From an optimization exercise on the open Yosys and OpenROAD flow, aimed at small area; shortcuts taken in it are not production practice.
At most, simulation tests tie the RTL to the original design; equivalence was not proved.
Power figures rest on the tool's default switching activity, not on a simulated workload.

## cache_controller
module cache_controller (
    input clk,
    input reset,
    input read_en,
    input write_en,
    input [7:0] address,
    input [7:0] write_data,
    output [7:0] read_data,
    output reg hit,
    output reg mem_read_en,
    output reg mem_write_en,
    output reg [7:0] mem_address,
    output [7:0] mem_write_data,
    input      [7:0] mem_read_data
);
export LEC_CHECK = 0
export CAP_MARGIN = 0
export CORE_MARGIN = 2
export CORE_UTILIZATION = 65
export PLACE_DENSITY = 0.75
export SLEW_MARGIN = 0
create_clock -name core_clock -period 5.0 [get_ports {clk}]
standard.sh (not shown) runs the stock make flow with config.mk's settings and CLKGATE_MAP_FILE= SYNTH_SCRIPT=/design/flow/synth_recipe.tcl, a recipe that flattens the netlist after the stock synthesis.
==> flow/flow/run.sh <==
#!/bin/bash
# Standard ORFS layout (standard synthesis unchanged) with: synthesis buffers
# removed and gates downsized at floorplan, smaller port buffers, and a clock
# tree of small clock buffers without dummy loads.
set -euo pipefail
F=$(pwd)/flow
bash standard.sh \
  REMOVE_ABC_BUFFERS=1 \
  POST_FLOORPLAN_TCL=$F/downsize.tcl \
  GPL_TIMING_DRIVEN=0 \
  BUFFER_PORTS_ARGS="-buffer_cell sky130_fd_sc_hd__buf_1" \
  CTS_ARGS="-sink_clustering_enable -repair_clock_nets -dont_use_dummy_load -buf_list {sky130_fd_sc_hd__clkbuf_2 sky130_fd_sc_hd__clkbuf_4}" \
  finish > flow.log 2>&1
==> flow/flow/downsize.tcl <==
# Swap every combinational cell for the smallest-area cell with the same
# function (timing is repaired later by the standard repair steps).
sta::make_equiv_cells [lindex [get_libs *] 0]
set n 0
foreach inst [get_cells *] {
  set lc [get_lib_cells -of_objects $inst]
  set lname [get_name $lc]
  if {[regexp {__(.*df.*|dl.*|conb.*|tap.*|fill.*|decap.*)$} $lname]} { continue }
  set best $lc
  set best_area [get_property $lc area]
  set equiv [sta::find_equiv_cells $lc]
  foreach c $equiv {
    set name [get_name $c]
    if {[string match "*probe*" $name] || [string match "*lpflow*" $name] || [string match "*dly*" $name]} { continue }
    set a [get_property $c area]
    if {$a < $best_area - 1e-6} { set best $c; set best_area $a }
  }
  if {$best ne $lc} {
    replace_cell $inst $best
    incr n
  }
}
puts "downsize: replaced $n cells"
Change:
==> flow/flow/run.sh (replaced) <==
#!/bin/bash
# Standard ORFS layout (standard synthesis unchanged) with: synthesis buffers
# removed and gates downsized at floorplan, smaller port buffers, and a clock
# tree of a few clock buffers without dummy loads.
set -euo pipefail
F=$(pwd)/flow
bash standard.sh \
  REMOVE_ABC_BUFFERS=1 \
  POST_FLOORPLAN_TCL=$F/downsize.tcl \
  GPL_TIMING_DRIVEN=0 \
  BUFFER_PORTS_ARGS="-buffer_cell sky130_fd_sc_hd__buf_1" \
  CTS_ARGS="-sink_clustering_enable -repair_clock_nets -dont_use_dummy_load -buf_list {sky130_fd_sc_hd__clkbuf_8 sky130_fd_sc_hd__clkbuf_16} -sink_clustering_size 30 -sink_clustering_max_diameter 200" \
  finish > flow.log 2>&1
--- a/flow/flow/downsize.tcl
+++ b/flow/flow/downsize.tcl
@@ -6,4 +6,3 @@
   set lc [get_lib_cells -of_objects $inst]
-  set lname [get_name $lc]
-  if {[regexp {__(.*df.*|dl.*|conb.*|tap.*|fill.*|decap.*)$} $lname]} { continue }
+  if {[get_property $lc is_sequential]} { continue }
   set best $lc
--- a/flow/config.mk
+++ b/flow/config.mk
@@ -7,6 +7,5 @@
 export LEC_CHECK = 0
-export CAP_MARGIN = 0
+export CAP_MARGIN = 20
 export CORE_MARGIN = 2
-export CORE_UTILIZATION = 65
-export PLACE_DENSITY = 0.75
-export SLEW_MARGIN = 0
+export CORE_UTILIZATION = 40
+export SLEW_MARGIN = 20
- This time the run did not get past floorplan (2_1_floorplan)
- synthesized area is unchanged
- synthesized cell count is unchanged
Change:
==> flow/run.sh (new file) <==
#!/bin/bash
# synth_recipe.tcl (not shown) runs the flow's synth.tcl, then flattens the netlist and writes it again
# the make line also repeats each setting of config.mk as NAME=value (left out here)
make -C /OpenROAD-flow-scripts/flow DESIGN_CONFIG=/design/flow/config.mk WORK_HOME=/design/flow/orfs CLKGATE_MAP_FILE= SYNTH_SCRIPT=/design/flow/synth_recipe.tcl finish
removed: flow/flow/run.sh
removed: flow/flow/downsize.tcl
removed: flow/standard.sh
With this change the flow finished clean. Area after synthesis stays the same. Synthesized cell count does not change.
No functional check of the RTL was part of any run of this note.

---

The RTL this note starts from:
==> flow/design.v <==
`timescale 1ns / 1ps
module cache_controller (
    input clk,
    input reset,
    input read_en,
    input write_en,
    input [7:0] address,
    input [7:0] write_data,
    output [7:0] read_data,
    output reg hit,
    output reg mem_read_en,
    output reg mem_write_en,
    output reg [7:0] mem_address,
    output [7:0] mem_write_data,
    input      [7:0] mem_read_data
);
    reg [7:0] data0 [0:3];
    reg [7:0] data1 [0:3];
    reg [3:0] tag0  [0:3];
    reg [3:0] tag1  [0:3];
    reg [3:0] lru;    
    reg [3:0] v1;     
    wire [1:0] index = address[3:2];
    wire [3:0] tag   = address[7:4];
    wire active = read_en | write_en;
    wire lru_s = lru[index];
    wire v1_s  = v1[index];
    wire m0 = (lru_s | v1_s) & (tag0[index] == tag);
    wire m1 = v1_s & (tag1[index] == tag);
    wire any_hit = m0 | m1;
    wire way = m1 | (~m0 & lru_s);
    wire data_we = active & ~(read_en & any_hit);
    wire [7:0] wdata = read_en ? mem_read_data : write_data;
    integer s;
    always @(posedge clk) begin
        for (s = 0; s < 4; s = s + 1) begin
            if (reset) begin
                lru[s] <= 1'b0;
                v1[s]  <= 1'b0;
            end else if (active && index == s) begin
                lru[s] <= ~way;
                if (way) v1[s] <= 1'b1;
            end
            if (index == s && data_we) begin
                if (way) begin
                    data1[s] <= wdata;
                    tag1[s]  <= tag;
                end else begin
                    data0[s] <= wdata;
                    tag0[s]  <= tag;
                end
            end
        end
    end
    always @(posedge clk) begin
        hit          <= ~reset & active & any_hit;
        mem_read_en  <= read_en & ~any_hit;
        mem_write_en <= ~read_en & write_en;
        mem_address  <= address;
    end
    wire [1:0] oidx = mem_address[3:2];
    wire oway = ~lru[oidx];
    wire [7:0] line = oway ? data1[oidx] : data0[oidx];
    assign read_data      = line;
    assign mem_write_data = line;
endmodule
==> flow/config.mk <==
export PLATFORM = sky130hd
export DESIGN_NAME = cache_controller
export DESIGN_NICKNAME = cache_controller
export VERILOG_FILES = /design/flow/design.v
export SDC_FILE = /design/flow/constraint.sdc
export NUM_CORES = 4
export LEC_CHECK = 0
export CAP_MARGIN = 20
export CORE_MARGIN = 2
export CORE_UTILIZATION = 40
export SLEW_MARGIN = 20
==> flow/constraint.sdc <==
create_clock -name core_clock -period 5.0 [get_ports {clk}]
set_input_delay 1.0000 -clock core_clock [delete_from_list [all_inputs] [get_ports {clk}]]
set_output_delay 1.0000 -clock core_clock [all_outputs]
set_load 0.01 [all_outputs]
==> flow/flow/run.sh <==
#!/bin/bash
# Standard ORFS layout (standard synthesis unchanged) with smaller port
# buffers and a clock tree built from small clock buffers without dummy loads.
set -euo pipefail
bash standard.sh \
  GPL_TIMING_DRIVEN=0 \
  BUFFER_PORTS_ARGS="-buffer_cell sky130_fd_sc_hd__buf_1" \
  CTS_ARGS="-sink_clustering_enable -repair_clock_nets -dont_use_dummy_load -buf_list {sky130_fd_sc_hd__clkbuf_4 sky130_fd_sc_hd__clkbuf_8} -sink_clustering_size 30" \
  finish > flow.log 2>&1
Rerun with:
==> flow/flow/run.sh (replaced) <==
#!/bin/bash
# Standard ORFS layout (standard synthesis unchanged) with: synthesis buffers
# removed and gates downsized at floorplan, smaller port buffers, and a clock
# tree of a few clock buffers without dummy loads.
set -euo pipefail
F=$(pwd)/flow
bash standard.sh \
  REMOVE_ABC_BUFFERS=1 \
  POST_FLOORPLAN_TCL=$F/downsize.tcl \
  GPL_TIMING_DRIVEN=0 \
  BUFFER_PORTS_ARGS="-buffer_cell sky130_fd_sc_hd__buf_1" \
  CTS_ARGS="-sink_clustering_enable -repair_clock_nets -dont_use_dummy_load -buf_list {sky130_fd_sc_hd__clkbuf_8 sky130_fd_sc_hd__clkbuf_16} -sink_clustering_size 30 -sink_clustering_max_diameter 200" \
  finish > flow.log 2>&1
==> flow/flow/downsize.tcl (new file) <==
# Swap every combinational cell for the smallest-area cell with the same
# function (timing is repaired later by the standard repair steps).
sta::make_equiv_cells [lindex [get_libs *] 0]
set n 0
foreach inst [get_cells *] {
  set lc [get_lib_cells -of_objects $inst]
  set lname [get_name $lc]
  if {[regexp {__(.*df.*|dl.*|conb.*|tap.*|fill.*|decap.*)$} $lname]} { continue }
  set best $lc
  set best_area [get_property $lc area]
  set equiv [sta::find_equiv_cells $lc]
  foreach c $equiv {
    set name [get_name $c]
    if {[string match "*probe*" $name] || [string match "*lpflow*" $name] || [string match "*dly*" $name]} { continue }
    set a [get_property $c area]
    if {$a < $best_area - 1e-6} { set best $c; set best_area $a }
  }
  if {$best ne $lc} {
    replace_cell $inst $best
    incr n
  }
}
puts "downsize: replaced $n cells"
Final cell count fell by 3.3%.
Worst setup slack is worse by 0.21 ns.
Global-route usage rose by 0.55 points.
No run of this note included a check of the RTL's function; only the layout flow was run.

---

Another version of the RTL of cache_controller (not shown whole).
For scale: about 290 cells after synthesis, ~55 I/O pins, roughly 4500 sq um of cells after synthesis.
// cache_controller
module cache_controller (
    input clk,
    input reset,
    input read_en,
    input write_en,
    input [7:0] address,
    input [7:0] write_data,
    output [7:0] read_data,
    output reg hit,
    output reg mem_read_en,
    output reg mem_write_en,
    output reg [7:0] mem_address,
    output [7:0] mem_write_data,
    input      [7:0] mem_read_data
);
    reg [7:0] data0 [0:3];
    reg [7:0] data1 [0:3];
    reg [3:0] tag0  [0:3];
    reg [3:0] tag1  [0:3];
    reg [3:0] lru;    
    reg [3:0] v1;     
    wire [1:0] index = address[3:2];
    wire [3:0] tag   = address[7:4];
    wire [3:0] dec   = 4'b0001 << index;
    wire active = read_en | write_en;
    wire [3:0] t0, t1;
    wire lru_s, v1_s;
    cache_sel4 #(.W(10)) u_look (
        .sel (dec),
        .d0  ({tag1[0], tag0[0], v1[0], lru[0]}),
        .d1  ({tag1[1], tag0[1], v1[1], lru[1]}),
        .d2  ({tag1[2], tag0[2], v1[2], lru[2]}),
        .d3  ({tag1[3], tag0[3], v1[3], lru[3]}),
        .q   ({t1, t0, v1_s, lru_s}));
    wire m0 = (lru_s | v1_s) & (t0 == tag);
    wire m1 = v1_s & (t1 == tag);
    wire any_hit = m0 | m1;
    wire way = m1 | (~m0 & lru_s);
    wire data_we = active & ~(read_en & any_hit);
    wire [7:0] wdata = read_en ? mem_read_data : write_data;
    integer s;
    always @(posedge clk) begin
        for (s = 0; s < 4; s = s + 1) begin
            if (reset) begin
                lru[s] <= 1'b0;
                v1[s]  <= 1'b0;
            end else if (active && dec[s]) begin
                lru[s] <= ~way;
                if (way) v1[s] <= 1'b1;
            end
            if (dec[s] && data_we) begin
                if (way) begin
                    data1[s] <= wdata;
                    tag1[s]  <= tag;
  ...
Settings: LEC_CHECK=0, CAP_MARGIN=0, CORE_MARGIN=2, CORE_UTILIZATION=72, PLACE_DENSITY=0.85, SLEW_MARGIN=0, SYNTH_HIERARCHICAL=1, SYNTH_MINIMUM_KEEP_SIZE=0; clock period 5.0 ns.
==> flow/flow/run.sh <==
#!/bin/bash
# Standard ORFS layout (standard synthesis unchanged) with: synthesis buffers
# removed and gates downsized at floorplan, smaller port buffers, and a clock
# tree of small clock buffers without dummy loads.
set -euo pipefail
F=$(pwd)/flow
bash standard.sh \
  REMOVE_ABC_BUFFERS=1 \
  POST_FLOORPLAN_TCL=$F/downsize.tcl \
  GPL_TIMING_DRIVEN=0 \
  BUFFER_PORTS_ARGS="-buffer_cell sky130_fd_sc_hd__buf_1" \
  CTS_ARGS="-sink_clustering_enable -repair_clock_nets -dont_use_dummy_load -buf_list {sky130_fd_sc_hd__clkbuf_4}" \
  finish > flow.log 2>&1
==> flow/flow/downsize.tcl <==
# Swap every combinational cell for the smallest-area cell with the same
# function (timing is repaired later by the standard repair steps).
sta::make_equiv_cells [lindex [get_libs *] 0]
set n 0
foreach inst [get_cells *] {
  set lc [get_lib_cells -of_objects $inst]
  set lname [get_name $lc]
  if {[regexp {__(.*df.*|dl.*|conb.*|tap.*|fill.*|decap.*)$} $lname]} { continue }
  set best $lc
  set best_area [get_property $lc area]
  set equiv [sta::find_equiv_cells $lc]
  foreach c $equiv {
    set name [get_name $c]
    if {[string match "*probe*" $name] || [string match "*lpflow*" $name] || [string match "*dly*" $name]} { continue }
    set a [get_property $c area]
    if {$a < $best_area - 1e-6} { set best $c; set best_area $a }
  }
  if {$best ne $lc} {
    replace_cell $inst $best
    incr n
  }
}
puts "downsize: replaced $n cells"
Next try:
--- a/flow/flow/run.sh
+++ b/flow/flow/run.sh
@@ -2,5 +2,7 @@
 # Standard ORFS layout (standard synthesis unchanged) with: synthesis buffers
 # removed and gates downsized at floorplan, smaller port buffers, and a clock
-# tree of small clock buffers without dummy loads.
+# tree of small clock buffers without dummy loads; after the placement
+# repair, cells are shrunk again where slew, capacitance and timing allow
+# (recover.tcl).
 set -euo pipefail
 F=$(pwd)/flow
@@ -8,4 +10,5 @@
   REMOVE_ABC_BUFFERS=1 \
   POST_FLOORPLAN_TCL=$F/downsize.tcl \
+  POST_RESIZE_TCL=$F/recover.tcl \
   GPL_TIMING_DRIVEN=0 \
   BUFFER_PORTS_ARGS="-buffer_cell sky130_fd_sc_hd__buf_1" \
==> flow/flow/recover.tcl (new file) <==
# Area recovery: try each combinational cell in the smallest equivalent
# cell that keeps the design free of max-slew/max-capacitance violations
# and keeps setup and hold slack above a margin; otherwise leave it.
proc recover_ok {setup_min hold_min} {
  if {[sta::max_slew_violation_count] > 0} { return 0 }
  if {[sta::max_capacitance_violation_count] > 0} { return 0 }
  if {[sta::worst_slack_cmd max] < $setup_min * 1e-9} { return 0 }
  if {[sta::worst_slack_cmd min] < $hold_min * 1e-9} { return 0 }
  return 1
}
proc area_recover {setup_min hold_min} {
  sta::make_equiv_cells [lindex [get_libs *] 0]
  set saved 0.0
  set n 0
  set insts {}
  foreach inst [get_cells *] {
    set lc [get_lib_cells -of_objects $inst]
    if {$lc eq "" || $lc eq "NULL"} { continue }
    set lname [get_name $lc]
    if {[regexp {__(.*df.*|dl.*|conb.*|tap.*|fill.*|decap.*|clk.*)$} $lname]} { continue }
    lappend insts [list $inst [get_property $lc area]]
  }
  foreach e [lsort -real -decreasing -index 1 $insts] {
    lassign $e inst area
    set lc [get_lib_cells -of_objects $inst]
    set cands {}
    foreach c [sta::find_equiv_cells $lc] {
      set name [get_name $c]
      if {[string match "*probe*" $name] || [string match "*lpflow*" $name] || [string match "*dly*" $name]} { continue }
      set a [get_property $c area]
      if {$a < $area - 1e-6} { lappend cands [list $c $a] }
    }
    foreach ca [lsort -real -index 1 $cands] {
      lassign $ca c a
      replace_cell $inst $c
      if {[recover_ok $setup_min $hold_min]} {
        set saved [expr {$saved + $area - $a}]
        incr n
        break
      }
      replace_cell $inst $lc
    }
  }
  puts [format "area_recover: %d cells smaller, %.1f um2 saved" $n $saved]
}

area_recover 0.2 0.05
- CORE_UTILIZATION: 72 -> 65
- PLACE_DENSITY: 0.85 -> 0.75
The changed run ran to the end with no violations.
Setup slack loses 0.46 ns.
Core utilization came out lower by 9.9 points.
Design area fell slightly.
Sequential power hardly moves.
Critical path depth went up by 1.
Die area rose by roughly a tenth.
Via count decreases by a few percent.
Routed wire length decreases by a few percent.
Next try:
==> flow/flow/run.sh (replaced) <==
#!/bin/bash
# Standard ORFS layout (standard synthesis unchanged) with: synthesis buffers
# removed and gates downsized at floorplan, smaller port buffers, and a clock
# tree of small clock buffers without dummy loads.
set -euo pipefail
F=$(pwd)/flow
bash standard.sh \
  REMOVE_ABC_BUFFERS=1 \
  POST_FLOORPLAN_TCL=$F/downsize.tcl \
  GPL_TIMING_DRIVEN=0 \
  BUFFER_PORTS_ARGS="-buffer_cell sky130_fd_sc_hd__buf_1" \
  CTS_ARGS="-sink_clustering_enable -repair_clock_nets -dont_use_dummy_load -buf_list {sky130_fd_sc_hd__clkbuf_4}" \
  finish > flow.log 2>&1
removed: flow/flow/recover.tcl
The changed run produced a clean layout.
Maximum frequency rose by 9.3%.
Final cell count does not change.
Via count fell by 0.52%.
Synthesized cell count stays the same.
Die area stays the same.
Wire length rose by about 0.4%.
Cell area rose by about 0.9%.
Global-route usage rose by 0.28 points.
Area after synthesis stays the same.
Total power is about the same.
Next try:
- CORE_UTILIZATION: 65 -> 80
- PLACE_DENSITY: 0.75 -> 0.9
Worst setup slack improved by 0.081 ns.
Utilization came out higher by 16 points.
Total power barely changes.
Sequential share of layout area came out higher by 0.18 points.
Maximum frequency came out higher by 2.0%.
Global-route usage came out higher by 6.4 points.
Via count came out higher by 7.2%.
First-iteration DRC count came out higher by 110%.
Hold slack got worse by 0.0041 ns.
Count of clock-buffer cells in the layout is unchanged.
Combinational power came out higher by about 3%.

## re-timing with driven ports
How much do the figures lean on ideal ports? The routed layouts below were timed once more, with nothing changed but the port constraints. Step 1 sets driving cells, clkbuf_16 on the clock port and buf_2 on the other inputs (assumed; they add their load-dependent delay and slew). Step 2 times the ports against the registers' clock, not the clock port: input delays grow and output delays shrink by t, the midpoint of the rising clock arrivals with the driver on. a / b / c = ideal ports / drivers / drivers and shift; a / b = the first two.
| run | t, ns | slack for setup (ns) | worst hold slack (ns) | worst setup path after step 2 | pins driven straight from the clock port |
|---|---|---|---|---|---|
| the first run of note 1 | 0.500 | 1.021 / 1.020 / 0.520 | 0.485 / 0.485 / 0.485 | input to register | 1 |
| the third run of note 1 | 0.430 | 1.205 / 1.214 / 0.784 | 0.483 / 0.483 / 0.483 | input to register | 1 |
| the first run of note 2 | 0.440 | 1.104 / 1.071 / 1.185 | 0.476 / 0.476 / 0.476 | input to register | 1 |
| the second run of note 2 | 0.421 | 0.895 / 0.902 / 0.481 | 0.487 / 0.487 / 0.487 | input to register | 1 |
| the first run of note 3 | 0.516 | 0.843 / 0.851 / 0.336 | 0.487 / 0.487 / 0.487 | input to register | 1 |
| the second run of note 3 | 0.491 | 0.382 / 0.389 / -0.102 | 0.490 / 0.490 / 0.490 | input to register | 1 |
| the third run of note 3 | 0.487 | 0.774 / 0.779 / 0.292 | 0.497 / 0.497 / 0.497 | input to register | 1 |
| the fourth run of note 3 | 0.497 | 0.856 / 0.861 / 0.363 | 0.493 / 0.493 / 0.493 | input to register | 1 |
With both steps, setup timing fails in the second run of note 3, where it was met with ideal ports. The setup slack of the first run of note 3, which loses most, moves by +0.008 ns with the drivers and by -0.507 ns with both steps.
